What follows belongs to an exercise in optimizing a design on an open flow for small area; a production flow would make more cautious choices. Only simulation tests tie the RTL to the original design; equivalence was not proved. The clock port is modelled as an ideal driver, which makes a skipped or thinned clock tree look cheaper than it is; a real chip needs a root buffer or a tree. Power is estimated from default activity; no workload was simulated.

==> flow/design.v <==
module shuzizhong(
    input wire clk1,         
    input wire reset,        
    input wire ah1,          
    input wire am1,          
    input wire alarm1,       
    input wire en,           
    input wire naozhong,     
    output wire [0:6] shi,       
    output wire [0:6] ge,        
    output wire [0:6] min_shi,   
    output wire [0:6] min_ge,    
    output wire [0:6] sec_shi,   
    output wire [0:6] sec_ge,    
    output wire daodian,     
    output wire audio        
);
    reg [6:0] lf;
    reg       half;
    wire      wrap = (lf[5:0] == 6'b011001);
    wire      tick = wrap & ~half;
    always @(posedge clk1 or posedge reset) begin
        if (reset) begin
            lf <= 7'b0110010;
            half <= 0;
        end else begin
            lf <= {lf[5:0], lf[6] ^ lf[2] ^ wrap};
            half <= half ^ wrap;
        end
    end
    reg [2:0] sub;
    wire sub_c = sub[2];    
    always @(posedge clk1 or posedge reset) begin
        if (reset) sub <= 0;
        else if (tick) sub <= sub_c ? 3'd0 : {sub[1] & sub[0], sub[1] ^ sub[0], ~sub[0]};
    end
    reg ahn_s, ahn, amn_s, amn, alarm_s, alarm, alarm_d;
    always @(posedge clk1 or posedge reset) begin
        if (reset) begin
            ahn_s <= 0; ahn <= 0;
            amn_s <= 0; amn <= 0;
            alarm_s <= 0; alarm <= 0; alarm_d <= 0;
        end else if (tick) begin
            ahn_s <= ~ah1; ahn <= ahn_s;
            amn_s <= ~am1; amn <= amn_s;
            alarm_s <= alarm1; alarm <= alarm_s; alarm_d <= alarm;
        end
    end
    wire ah_fall = tick & ~ahn & ahn_s;
    wire am_fall = tick & ~amn & amn_s;
    wire alarm_rise = tick & ~alarm & alarm_s;
    function [3:0] d10_t;    
        input [3:0] q;
        input e;
        d10_t = {e & ((q[0] & ~q[1] & q[2]) | (q[0] & q[3])), e & ((q[0] & ~q[1] & q[2]) | (q[0] & q[1] & ~q[2])), e & ((q[0] & ~q[1] & ~q[2] & ~q[3]) | (q[0] & q[1] & q[2])), e & (1'b1)};
    endfunction
    function d10_l;    
        input [3:0] q;
        d10_l = (q[0] & q[3]);
    endfunction
    function [0:6] d10_seg;
        input [3:0] q;
        d10_seg = {(q[0] & ~q[1] & ~q[2] & ~q[3]) | (~q[0] & q[1] & q[2]),
                  (~q[0] & ~q[1] & q[2]) | (q[0] & q[1] & q[2]),
                  (~q[0] & q[1] & ~q[2]),
                  (q[0] & ~q[1] & ~q[3]) | (~q[0] & q[1] & q[2]),
                  (q[1] & q[2]) | (q[0]),
                  (q[0] & ~q[1] & ~q[3]) | (q[1] & ~q[2]),
                  (q[0] & ~q[1] & q[2]) | (~q[1] & ~q[2] & ~q[3])};
    endfunction
    function [2:0] d6_t;    
        input [2:0] q;
        input e;
        d6_t = {e & ((q[0]) | (~q[2])), e & ((~q[0] & q[1] & q[2]) | (~q[1] & ~q[2])), e & ((q[0]) | (~q[1]))};
    endfunction
    function d6_l;    
        input [2:0] q;
        d6_l = (q[0] & ~q[1]);
    endfunction
    function [0:6] d6_seg;
        input [2:0] q;
        d6_seg = {(~q[0] & ~q[1] & q[2]) | (q[0] & q[1]),
                  (q[0] & ~q[1]),
                  (q[1] & ~q[2]),
                  (~q[0] & ~q[1] & q[2]) | (q[0] & q[1]),
                  (q[2]),
                  (q[1]),
                  (q[0] & q[1]) | (~q[1] & ~q[2])};
    endfunction
    function [4:0] hinc;     
        input [4:0] h;
        input e;
        reg o9;
        begin
            o9 = h[3] & ~h[2] & h[0];
            hinc = {e & o9,
                    e & ((h[0] & h[1] & h[2]) | (o9 & ~h[4])),
                    e & ((h[0] & h[1]) | (o9 & h[4])),
                    e & h[0] & ~o9,
                    e};
        end
    endfunction
    reg [3:0] s_o; reg [2:0] s_t;
    wire s_e = tick & sub_c;
    wire s_o9 = d10_l(s_o);
    always @(posedge clk1 or posedge reset) begin
        if (reset) begin s_o <= 0; s_t <= 0; end
        else begin
            s_o <= s_o ^ d10_t(s_o, s_e);
            s_t <= s_t ^ d6_t(s_t, s_e & s_o9);
        end
    end
    wire cout_miao = s_o9 & d6_l(s_t) & sub_c;
    reg [3:0] m_o; reg [2:0] m_t;
    wire m_e = tick & ~naozhong & (amn | cout_miao);
    wire m_o9 = d10_l(m_o);
    always @(posedge clk1 or posedge reset) begin
        if (reset) begin m_o <= 0; m_t <= 0; end
        else begin
            m_o <= m_o ^ d10_t(m_o, m_e);
            m_t <= m_t ^ d6_t(m_t, m_e & m_o9);
        end
    end
    wire cout_fen = m_o9 & d6_l(m_t) & cout_miao;
    reg [4:0] hr;
    wire h_e = tick & ~naozhong & (ahn | cout_fen);
    always @(posedge clk1 or posedge reset) begin
        if (reset) hr <= 0;
        else hr <= hr ^ hinc(hr, h_e);
    end
    reg [3:0] a_mo; reg [2:0] a_mt;
    wire am_e = am_fall & naozhong;
    always @(posedge clk1 or posedge reset) begin
        if (reset) begin a_mo <= 0; a_mt <= 0; end
        else begin
            a_mo <= a_mo ^ d10_t(a_mo, am_e);
            a_mt <= a_mt ^ d6_t(a_mt, am_e & d10_l(a_mo));
        end
    end
    reg [4:0] a_hr;
    wire ah_e = ah_fall & naozhong;
    always @(posedge clk1 or posedge reset) begin
        if (reset) a_hr <= 0;
        else a_hr <= a_hr ^ hinc(a_hr, ah_e);
    end
    assign daodian = en & (m_o == 0) & (m_t == 0) & (s_t == 0);
    reg alarm_off, ring;
    always @(posedge clk1 or posedge reset) begin
        if (reset) alarm_off <= 0;
        else if (alarm_rise) alarm_off <= ~alarm_off;
    end
    always @(posedge clk1 or posedge reset) begin
        if (reset) ring <= 0;
        else if (tick)
            ring <= ~alarm_off & alarm_d & (a_hr == hr) & (a_mo == m_o) & (a_mt == m_t);
    end
    reg [7:0] t_cnt;
    reg       tone;
    reg [10:0] d_cnt;
    reg [2:0] note;
    reg       started;    
    reg [7:0] half_p;     
    always @(*) begin
        case (note)
            3'd0: half_p = started ? 8'd101 : 8'd170;
            3'd1: half_p = 8'd170;
            3'd2: half_p = 8'd127;
            3'd3: half_p = 8'd101;
            3'd4: half_p = 8'd127;
            3'd5: half_p = 8'd113;
            3'd6: half_p = 8'd170;
            default: half_p = 8'd151;
        endcase
    end
    wire t_wrap = (t_cnt >= half_p);
    wire short = note[2] & (note[1] ^ note[0]);    
    wire [10:0] d_inc = d_cnt + 1'b1;
    wire d_wrap = short ? (&{d_cnt[9:5], d_cnt[3]}) : (&{d_cnt[10:6], d_cnt[4]});
    always @(posedge clk1 or posedge reset) begin
        if (reset) begin
            t_cnt <= 0; tone <= 0;
            d_cnt <= 0; note <= 0; started <= 0;
        end else if (ring) begin
            if (t_wrap) begin t_cnt <= 0; tone <= ~tone; end
            else t_cnt <= t_cnt + 1'b1;
            d_cnt <= d_wrap ? {8'd0, d_inc[2:1], 1'b0} : d_inc;
            if (d_wrap) begin
                note <= note + 1'b1; started <= 1;
            end
        end
    end
    assign audio = tone;
    wire [4:0] dh = naozhong ? a_hr : hr;
    wire       dh_2 = dh[3] & dh[2];           
    wire [3:0] dm_o = naozhong ? a_mo : m_o;
    wire [2:0] dm_t = naozhong ? a_mt : m_t;
    wire [3:0] ds_o = naozhong ? 4'd0 : s_o;
    wire [2:0] ds_t = naozhong ? 3'd0 : s_t;
    function [0:6] seg;
        input [3:0] d;
        seg = {~d[3] & ~d[1] & (d[2] ^ d[0]),                  
               d[2] & (d[1] ^ d[0]),                           
               ~d[2] & d[1] & ~d[0],                           
               (~d[3] & ~d[1] & (d[2] ^ d[0])) | (d[2] & d[1] & d[0]),    
               d[0] | (d[2] & ~d[1]),                          
               (d[1] & d[0]) | (~d[3] & ~d[2] & (d[1] | d[0])),           
               ~d[3] & ((~d[2] & ~d[1]) | (d[2] & d[1] & d[0]))};         
    endfunction
    assign shi     = {dh[4], 1'b0, dh_2, dh[4], dh[4], dh[4] | dh_2, ~dh_2};
    assign ge      = seg({dh[3] & ~dh[2], dh[2] & ~dh[3], dh[1:0]});
    assign min_shi = d6_seg(dm_t);
    assign min_ge  = d10_seg(dm_o);
    assign sec_shi = d6_seg(ds_t);
    assign sec_ge  = d10_seg(ds_o);
endmodule
clock: 25.0 ns
lec_check: 0
cap_margin: 20
core_margin: 2
core_utilization: 80
slew_margin: 20
standard.sh (not shown) runs the stock make flow with config.mk's settings and CLKGATE_MAP_FILE= SYNTH_SCRIPT=/design/flow/synth_recipe.tcl, a recipe that flattens the netlist after the stock synthesis.
==> flow/flow/run.sh <==
#!/bin/bash
# Layout flow: the standard ORFS flow (standard.sh) with three changes.
#  1. Synthesis runs with a copy of the ORFS scripts whose ABC script is flow/abc_area.script
#     (area-oriented mapping) and without the half/full adder extraction, so ABC maps the
#     adders' logic together with the rest. Registers are mapped as in the standard synthesis.
#  2. Ports are buffered with sky130_fd_sc_hd__buf_1.
#  3. A two-level clock tree built by flow/pre_cts.tcl (a clkbuf_2 root and seven leaf
#     sky130_fd_sc_hd__clkbuf_4, each leaf
#     driving the flip-flops of one placement cluster) in place of TritonCTS.
# Each step's full log is kept by ORFS under orfs/logs/; make's output goes to *.log here.
set -euo pipefail
HERE=$(pwd)
FLOWDIR=$(cd "$(dirname "${BASH_SOURCE[0]}")" && pwd)

rm -rf "$HERE/scripts_mod"
cp -r "$FLOW_HOME/scripts" "$HERE/scripts_mod"
cp "$FLOWDIR/abc_area.script" "$HERE/scripts_mod/abc_speed.script"

SCRIPTS_DIR="$HERE/scripts_mod" ADDER_MAP_FILE= bash standard.sh synth > "$HERE/synth_make.log" 2>&1

export BUFFER_PORTS_ARGS="-buffer_cell sky130_fd_sc_hd__buf_1"
export PRE_CTS_TCL="$FLOWDIR/pre_cts.tcl"
bash standard.sh > "$HERE/layout_make.log" 2>&1
==> flow/flow/pre_cts.tcl <==
# Sourced by ORFS's cts.tcl before clock tree synthesis (PRE_CTS_TCL). Builds a two-level
# clock tree: the flip-flops are split into $ngroups groups of at most $cap by placement
# (k-means with a size cap), each group's clock pins are driven by one
# sky130_fd_sc_hd__clkbuf_4 at the group's centre, and those buffers are driven by one root
# sky130_fd_sc_hd__clkbuf_2, the only load of the clock port. TritonCTS is then skipped.
set ngroups 7
set cap 11
set bufmaster [[ord::get_db] findMaster sky130_fd_sc_hd__clkbuf_4]
set rootmaster [[ord::get_db] findMaster sky130_fd_sc_hd__clkbuf_2]
set block [ord::get_db_block]
set clknet [[$block findBTerm clk1] getNet]

set sinks {}
foreach it [$clknet getITerms] {
  set inst [$it getInst]
  set box [$inst getBBox]
  set x [expr { ([$box xMin] + [$box xMax]) / 2 }]
  set y [expr { ([$box yMin] + [$box yMax]) / 2 }]
  lappend sinks [list $it $x $y]
}
set sinks [lsort -integer -index 1 $sinks]
set n [llength $sinks]

# k-means, started from the groups of an even split by x
set centres {}
for { set g 0 } { $g < $ngroups } { incr g } {
  set part [lrange $sinks [expr { $g * $n / $ngroups }] [expr { ($g + 1) * $n / $ngroups - 1 }]]
  set sx 0; set sy 0
  foreach s $part { set sx [expr { $sx + [lindex $s 1] }]; set sy [expr { $sy + [lindex $s 2] }] }
  lappend centres [list [expr { $sx / [llength $part] }] [expr { $sy / [llength $part] }]]
}
for { set iter 0 } { $iter < 20 } { incr iter } {
  # each sink goes to the nearest centre with room, sinks with the largest regret first
  set order {}
  set idx 0
  foreach s $sinks {
    set ds {}
    for { set g 0 } { $g < $ngroups } { incr g } {
      set c [lindex $centres $g]
      lappend ds [list $g [expr { abs([lindex $s 1] - [lindex $c 0]) + abs([lindex $s 2] - [lindex $c 1]) }]]
    }
    set ds [lsort -integer -index 1 $ds]
    lappend order [list $idx [expr { [lindex $ds 1 1] - [lindex $ds 0 1] }] $ds]
    incr idx
  }
  set order [lsort -integer -decreasing -index 1 $order]
  set count [lrepeat $ngroups 0]
  set assign [lrepeat $n 0]
  foreach o $order {
    foreach gd [lindex $o 2] {
      set g [lindex $gd 0]
      if { [lindex $count $g] < $cap } {
        lset assign [lindex $o 0] $g
        lset count $g [expr { [lindex $count $g] + 1 }]
        break
      }
    }
  }
  set newc {}
  for { set g 0 } { $g < $ngroups } { incr g } {
    set sx 0; set sy 0; set k 0
    foreach s $sinks a $assign {
      if { $a == $g } { set sx [expr { $sx + [lindex $s 1] }]; set sy [expr { $sy + [lindex $s 2] }]; incr k }
    }
    if { $k > 0 } { lappend newc [list [expr { $sx / $k }] [expr { $sy / $k }]] } else { lappend newc [lindex $centres $g] }
  }
  set centres $newc
}

set root [odb::dbInst_create $block $rootmaster "clkbuf_root"]
set rootnet [odb::dbNet_create $block "clknet_root"]
$rootnet setSigType CLOCK
[$root findITerm A] connect $clknet
[$root findITerm X] connect $rootnet
set rx 0; set ry 0
foreach c $centres { set rx [expr { $rx + [lindex $c 0] }]; set ry [expr { $ry + [lindex $c 1] }] }
$root setLocation [expr { $rx / $ngroups }] [expr { $ry / $ngroups }]
$root setPlacementStatus PLACED

for { set g 0 } { $g < $ngroups } { incr g } {
  set buf [odb::dbInst_create $block $bufmaster "clkbuf_leaf_$g"]
  set net [odb::dbNet_create $block "clknet_leaf_$g"]
  $net setSigType CLOCK
  [$buf findITerm A] connect $rootnet
  [$buf findITerm X] connect $net
  set k 0
  foreach s $sinks a $assign {
    if { $a == $g } {
      set it [lindex $s 0]
      $it disconnect
      $it connect $net
      incr k
    }
  }
  set c [lindex $centres $g]
  $buf setLocation [lindex $c 0] [lindex $c 1]
  $buf setPlacementStatus PLACED
  puts "pre_cts: clkbuf_leaf_$g drives $k clock pins, at $c"
}
global_connect
detailed_placement
set_propagated_clock [all_clocks]

proc clock_tree_synthesis { args } {
  puts "clock_tree_synthesis skipped: the clock tree was built by pre_cts.tcl"
}
Other scripts of this flow, unchanged in this note and not shown: flow/flow/abc_area.script
The baseline completed with no timing, DRC or antenna violations.
Next try:
CORE_UTILIZATION = 85   (was 80)
=> The new run died in global placement without I/O; synthesized area stays the same; synthesized cell count is unchanged.
Next try:
--- a/flow/flow/run.sh
+++ b/flow/flow/run.sh
@@ -5,5 +5,5 @@
 #     adders' logic together with the rest. Registers are mapped as in the standard synthesis.
 #  2. Ports are buffered with sky130_fd_sc_hd__buf_1.
-#  3. A two-level clock tree built by flow/pre_cts.tcl (a clkbuf_2 root and seven leaf
+#  3. A two-level clock tree built by flow/pre_cts.tcl (a clkbuf_2 root and eight leaf
 #     sky130_fd_sc_hd__clkbuf_4, each leaf
 #     driving the flip-flops of one placement cluster) in place of TritonCTS.
--- a/flow/flow/pre_cts.tcl
+++ b/flow/flow/pre_cts.tcl
@@ -4,6 +4,6 @@
 # sky130_fd_sc_hd__clkbuf_4 at the group's centre, and those buffers are driven by one root
 # sky130_fd_sc_hd__clkbuf_2, the only load of the clock port. TritonCTS is then skipped.
-set ngroups 7
-set cap 11
+set ngroups 8
+set cap 10
 set bufmaster [[ord::get_db] findMaster sky130_fd_sc_hd__clkbuf_4]
 set rootmaster [[ord::get_db] findMaster sky130_fd_sc_hd__clkbuf_2]
CORE_UTILIZATION = 70   (was 85)
Effect:
- The changed run finished clean
- area after synthesis is unchanged
- synthesized cell count stays the same
Next try:
CORE_UTILIZATION = 80   (was 70)
=> The new run produced a clean layout. Clock skew rises by 0.0046 ns. Via count rises by 2.7%. Total power stays flat. Sequential share of layout area rises by 0.36 points. Routed wire length rises by 8.0%. Final area falls by about 0.8%.
In the first, third and fourth runs of this note the design's own scripts or RTL, not TritonCTS, make the clock network.

RTL: the design.v shown in full above, as it stands there.
Settings: LEC_CHECK=0, CAP_MARGIN=20, CORE_MARGIN=2, CORE_UTILIZATION=80, SLEW_MARGIN=20; clock period 25.0 ns.
==> flow/flow/run.sh <==
#!/bin/bash
# Layout flow: the standard ORFS flow (standard.sh) with three changes.
#  1. Synthesis runs with a copy of the ORFS scripts whose ABC script is flow/abc_area.script
#     (area-oriented mapping) and without the half/full adder extraction, so ABC maps the
#     adders' logic together with the rest. Registers are mapped as in the standard synthesis.
#  2. Ports are buffered with sky130_fd_sc_hd__buf_1.
#  3. A two-level clock tree built by flow/pre_cts.tcl (a clkbuf_2 root and eight leaf
#     sky130_fd_sc_hd__clkbuf_4, each leaf
#     driving the flip-flops of one placement cluster) in place of TritonCTS.
# Each step's full log is kept by ORFS under orfs/logs/; make's output goes to *.log here.
set -euo pipefail
HERE=$(pwd)
FLOWDIR=$(cd "$(dirname "${BASH_SOURCE[0]}")" && pwd)

rm -rf "$HERE/scripts_mod"
cp -r "$FLOW_HOME/scripts" "$HERE/scripts_mod"
cp "$FLOWDIR/abc_area.script" "$HERE/scripts_mod/abc_speed.script"

SCRIPTS_DIR="$HERE/scripts_mod" ADDER_MAP_FILE= bash standard.sh synth > "$HERE/synth_make.log" 2>&1

export BUFFER_PORTS_ARGS="-buffer_cell sky130_fd_sc_hd__buf_1"
export PRE_CTS_TCL="$FLOWDIR/pre_cts.tcl"
bash standard.sh > "$HERE/layout_make.log" 2>&1
==> flow/flow/pre_cts.tcl <==
# Sourced by ORFS's cts.tcl before clock tree synthesis (PRE_CTS_TCL). Builds a two-level
# clock tree: the flip-flops are split into $ngroups groups of at most $cap by placement
# (k-means with a size cap), each group's clock pins are driven by one
# sky130_fd_sc_hd__clkbuf_4 at the group's centre, and those buffers are driven by one root
# sky130_fd_sc_hd__clkbuf_2, the only load of the clock port. TritonCTS is then skipped.
set ngroups 7
set cap 11
set bufmaster [[ord::get_db] findMaster sky130_fd_sc_hd__clkbuf_4]
set rootmaster [[ord::get_db] findMaster sky130_fd_sc_hd__clkbuf_2]
set block [ord::get_db_block]
set clknet [[$block findBTerm clk1] getNet]

set sinks {}
foreach it [$clknet getITerms] {
  set inst [$it getInst]
  set box [$inst getBBox]
  set x [expr { ([$box xMin] + [$box xMax]) / 2 }]
  set y [expr { ([$box yMin] + [$box yMax]) / 2 }]
  lappend sinks [list $it $x $y]
}
set sinks [lsort -integer -index 1 $sinks]
set n [llength $sinks]

# k-means, started from the groups of an even split by x
set centres {}
for { set g 0 } { $g < $ngroups } { incr g } {
  set part [lrange $sinks [expr { $g * $n / $ngroups }] [expr { ($g + 1) * $n / $ngroups - 1 }]]
  set sx 0; set sy 0
  foreach s $part { set sx [expr { $sx + [lindex $s 1] }]; set sy [expr { $sy + [lindex $s 2] }] }
  lappend centres [list [expr { $sx / [llength $part] }] [expr { $sy / [llength $part] }]]
}
for { set iter 0 } { $iter < 20 } { incr iter } {
  # each sink goes to the nearest centre with room, sinks with the largest regret first
  set order {}
  set idx 0
  foreach s $sinks {
    set ds {}
    for { set g 0 } { $g < $ngroups } { incr g } {
      set c [lindex $centres $g]
      lappend ds [list $g [expr { abs([lindex $s 1] - [lindex $c 0]) + abs([lindex $s 2] - [lindex $c 1]) }]]
    }
    set ds [lsort -integer -index 1 $ds]
    lappend order [list $idx [expr { [lindex $ds 1 1] - [lindex $ds 0 1] }] $ds]
    incr idx
  }
  set order [lsort -integer -decreasing -index 1 $order]
  set count [lrepeat $ngroups 0]
  set assign [lrepeat $n 0]
  foreach o $order {
    foreach gd [lindex $o 2] {
      set g [lindex $gd 0]
      if { [lindex $count $g] < $cap } {
        lset assign [lindex $o 0] $g
        lset count $g [expr { [lindex $count $g] + 1 }]
        break
      }
    }
  }
  set newc {}
  for { set g 0 } { $g < $ngroups } { incr g } {
    set sx 0; set sy 0; set k 0
    foreach s $sinks a $assign {
      if { $a == $g } { set sx [expr { $sx + [lindex $s 1] }]; set sy [expr { $sy + [lindex $s 2] }]; incr k }
    }
    if { $k > 0 } { lappend newc [list [expr { $sx / $k }] [expr { $sy / $k }]] } else { lappend newc [lindex $centres $g] }
  }
  set centres $newc
}

set root [odb::dbInst_create $block $rootmaster "clkbuf_root"]
set rootnet [odb::dbNet_create $block "clknet_root"]
$rootnet setSigType CLOCK
[$root findITerm A] connect $clknet
[$root findITerm X] connect $rootnet
set rx 0; set ry 0
foreach c $centres { set rx [expr { $rx + [lindex $c 0] }]; set ry [expr { $ry + [lindex $c 1] }] }
$root setLocation [expr { $rx / $ngroups }] [expr { $ry / $ngroups }]
$root setPlacementStatus PLACED

for { set g 0 } { $g < $ngroups } { incr g } {
  set buf [odb::dbInst_create $block $bufmaster "clkbuf_leaf_$g"]
  set net [odb::dbNet_create $block "clknet_leaf_$g"]
  $net setSigType CLOCK
  [$buf findITerm A] connect $rootnet
  [$buf findITerm X] connect $net
  set k 0
  foreach s $sinks a $assign {
    if { $a == $g } {
      set it [lindex $s 0]
      $it disconnect
      $it connect $net
      incr k
    }
  }
  set c [lindex $centres $g]
  $buf setLocation [lindex $c 0] [lindex $c 1]
  $buf setPlacementStatus PLACED
  puts "pre_cts: clkbuf_leaf_$g drives $k clock pins, at $c"
}
global_connect
detailed_placement
set_propagated_clock [all_clocks]

proc clock_tree_synthesis { args } {
  puts "clock_tree_synthesis skipped: the clock tree was built by pre_cts.tcl"
}
Other scripts of this flow, unchanged in this note and not shown: flow/flow/abc_area.script
Next try:
--- a/flow/flow/run.sh
+++ b/flow/flow/run.sh
@@ -5,5 +5,5 @@
 #     adders' logic together with the rest. Registers are mapped as in the standard synthesis.
 #  2. Ports are buffered with sky130_fd_sc_hd__buf_1.
-#  3. A two-level clock tree built by flow/pre_cts.tcl (a clkbuf_2 root and eight leaf
+#  3. A two-level clock tree built by flow/pre_cts.tcl (a clkbuf_2 root and seven leaf
 #     sky130_fd_sc_hd__clkbuf_4, each leaf
 #     driving the flip-flops of one placement cluster) in place of TritonCTS.
--- a/flow/flow/pre_cts.tcl
+++ b/flow/flow/pre_cts.tcl
@@ -4,6 +4,6 @@
 # sky130_fd_sc_hd__clkbuf_4 at the group's centre, and those buffers are driven by one root
 # sky130_fd_sc_hd__clkbuf_2, the only load of the clock port. TritonCTS is then skipped.
-set ngroups 7
-set cap 11
+set ngroups 6
+set cap 13
 set bufmaster [[ord::get_db] findMaster sky130_fd_sc_hd__clkbuf_4]
 set rootmaster [[ord::get_db] findMaster sky130_fd_sc_hd__clkbuf_2]
Settings changed: CORE_UTILIZATION 80 to 85.
Now the flow failed in 3_1_place_gp_skip_io, error GPL-0301.
Synthesized area stays the same.
Synthesized cell count does not change.
Next try:
--- a/flow/flow/run.sh
+++ b/flow/flow/run.sh
@@ -5,5 +5,5 @@
 #     adders' logic together with the rest. Registers are mapped as in the standard synthesis.
 #  2. Ports are buffered with sky130_fd_sc_hd__buf_1.
-#  3. A two-level clock tree built by flow/pre_cts.tcl (a clkbuf_2 root and seven leaf
+#  3. A two-level clock tree built by flow/pre_cts.tcl (a root and eight leaf
 #     sky130_fd_sc_hd__clkbuf_4, each leaf
 #     driving the flip-flops of one placement cluster) in place of TritonCTS.
--- a/flow/flow/pre_cts.tcl
+++ b/flow/flow/pre_cts.tcl
@@ -3,9 +3,8 @@
 # (k-means with a size cap), each group's clock pins are driven by one
 # sky130_fd_sc_hd__clkbuf_4 at the group's centre, and those buffers are driven by one root
-# sky130_fd_sc_hd__clkbuf_2, the only load of the clock port. TritonCTS is then skipped.
-set ngroups 6
-set cap 13
+# sky130_fd_sc_hd__clkbuf_4, the only load of the clock port. TritonCTS is then skipped.
+set ngroups 8
+set cap 10
 set bufmaster [[ord::get_db] findMaster sky130_fd_sc_hd__clkbuf_4]
-set rootmaster [[ord::get_db] findMaster sky130_fd_sc_hd__clkbuf_2]
 set block [ord::get_db_block]
 set clknet [[$block findBTerm clk1] getNet]
@@ -68,5 +67,5 @@
 }
 
-set root [odb::dbInst_create $block $rootmaster "clkbuf_root"]
+set root [odb::dbInst_create $block $bufmaster "clkbuf_root"]
 set rootnet [odb::dbNet_create $block "clknet_root"]
 $rootnet setSigType CLOCK
Settings changed: CORE_UTILIZATION 85 to 70.
Outcome: The new run completed without violations. Synthesized cell count does not change. Synthesized area stays the same.
Next try:
--- a/flow/flow/run.sh
+++ b/flow/flow/run.sh
@@ -5,5 +5,5 @@
 #     adders' logic together with the rest. Registers are mapped as in the standard synthesis.
 #  2. Ports are buffered with sky130_fd_sc_hd__buf_1.
-#  3. A two-level clock tree built by flow/pre_cts.tcl (a root and eight leaf
+#  3. A two-level clock tree built by flow/pre_cts.tcl (a clkbuf_2 root and eight leaf
 #     sky130_fd_sc_hd__clkbuf_4, each leaf
 #     driving the flip-flops of one placement cluster) in place of TritonCTS.
--- a/flow/flow/pre_cts.tcl
+++ b/flow/flow/pre_cts.tcl
@@ -3,8 +3,9 @@
 # (k-means with a size cap), each group's clock pins are driven by one
 # sky130_fd_sc_hd__clkbuf_4 at the group's centre, and those buffers are driven by one root
-# sky130_fd_sc_hd__clkbuf_4, the only load of the clock port. TritonCTS is then skipped.
+# sky130_fd_sc_hd__clkbuf_2, the only load of the clock port. TritonCTS is then skipped.
 set ngroups 8
 set cap 10
 set bufmaster [[ord::get_db] findMaster sky130_fd_sc_hd__clkbuf_4]
+set rootmaster [[ord::get_db] findMaster sky130_fd_sc_hd__clkbuf_2]
 set block [ord::get_db_block]
 set clknet [[$block findBTerm clk1] getNet]
@@ -67,5 +68,5 @@
 }
 
-set root [odb::dbInst_create $block $bufmaster "clkbuf_root"]
+set root [odb::dbInst_create $block $rootmaster "clkbuf_root"]
 set rootnet [odb::dbNet_create $block "clknet_root"]
 $rootnet setSigType CLOCK
Settings changed: CORE_UTILIZATION 70 to 55.
Result: Hold slack gets better by 3.6 ps; design area is about the same; maximum frequency decreases by 5.2%; routed wire length increases by 2.1%; sequential power barely changes; global-route usage decreases by 6.0 points; die area increases by 26%; via count decreases by 4.1%; synthesized cell count stays the same; core utilization decreases by 16 points.
The clock cells of the first, third and fourth runs of this note come from the design's own scripts or RTL, not from TritonCTS.

static timing again, ports no longer ideal:
No port has a modelled driver above. Below, the same layouts with a new extraction and two added sets of constraints. Step 1: set_driving_cell puts a clkbuf_16 on clk1 and a buf_2 on each other input, an assumption about the parent block. Step 2 times the ports against the registers' clock, not the clock port: input delays grow and output delays shrink by t, the midpoint of the rising clock arrivals with the driver on. Slacks: ideal ports / drivers / drivers and shift; pairs: ideal ports / drivers.
run	shift t [ns]	setup slack, ns	worst setup path at the end
the first run of note 1	0.513	12.292 / 12.261 / 12.261	input to output
the third run of note 1	0.525	12.912 / 12.888 / 12.888	input to output
the fourth run of note 1	0.494	12.310 / 12.279 / 12.279	input to output
the first run of note 2	0.513	12.292 / 12.261 / 12.261	input to output
the third run of note 2	0.441	12.946 / 12.922 / 12.922	input to output
the fourth run of note 2	0.560	12.285 / 12.258 / 12.258	input to output
After both steps every run listed still meets setup and hold.
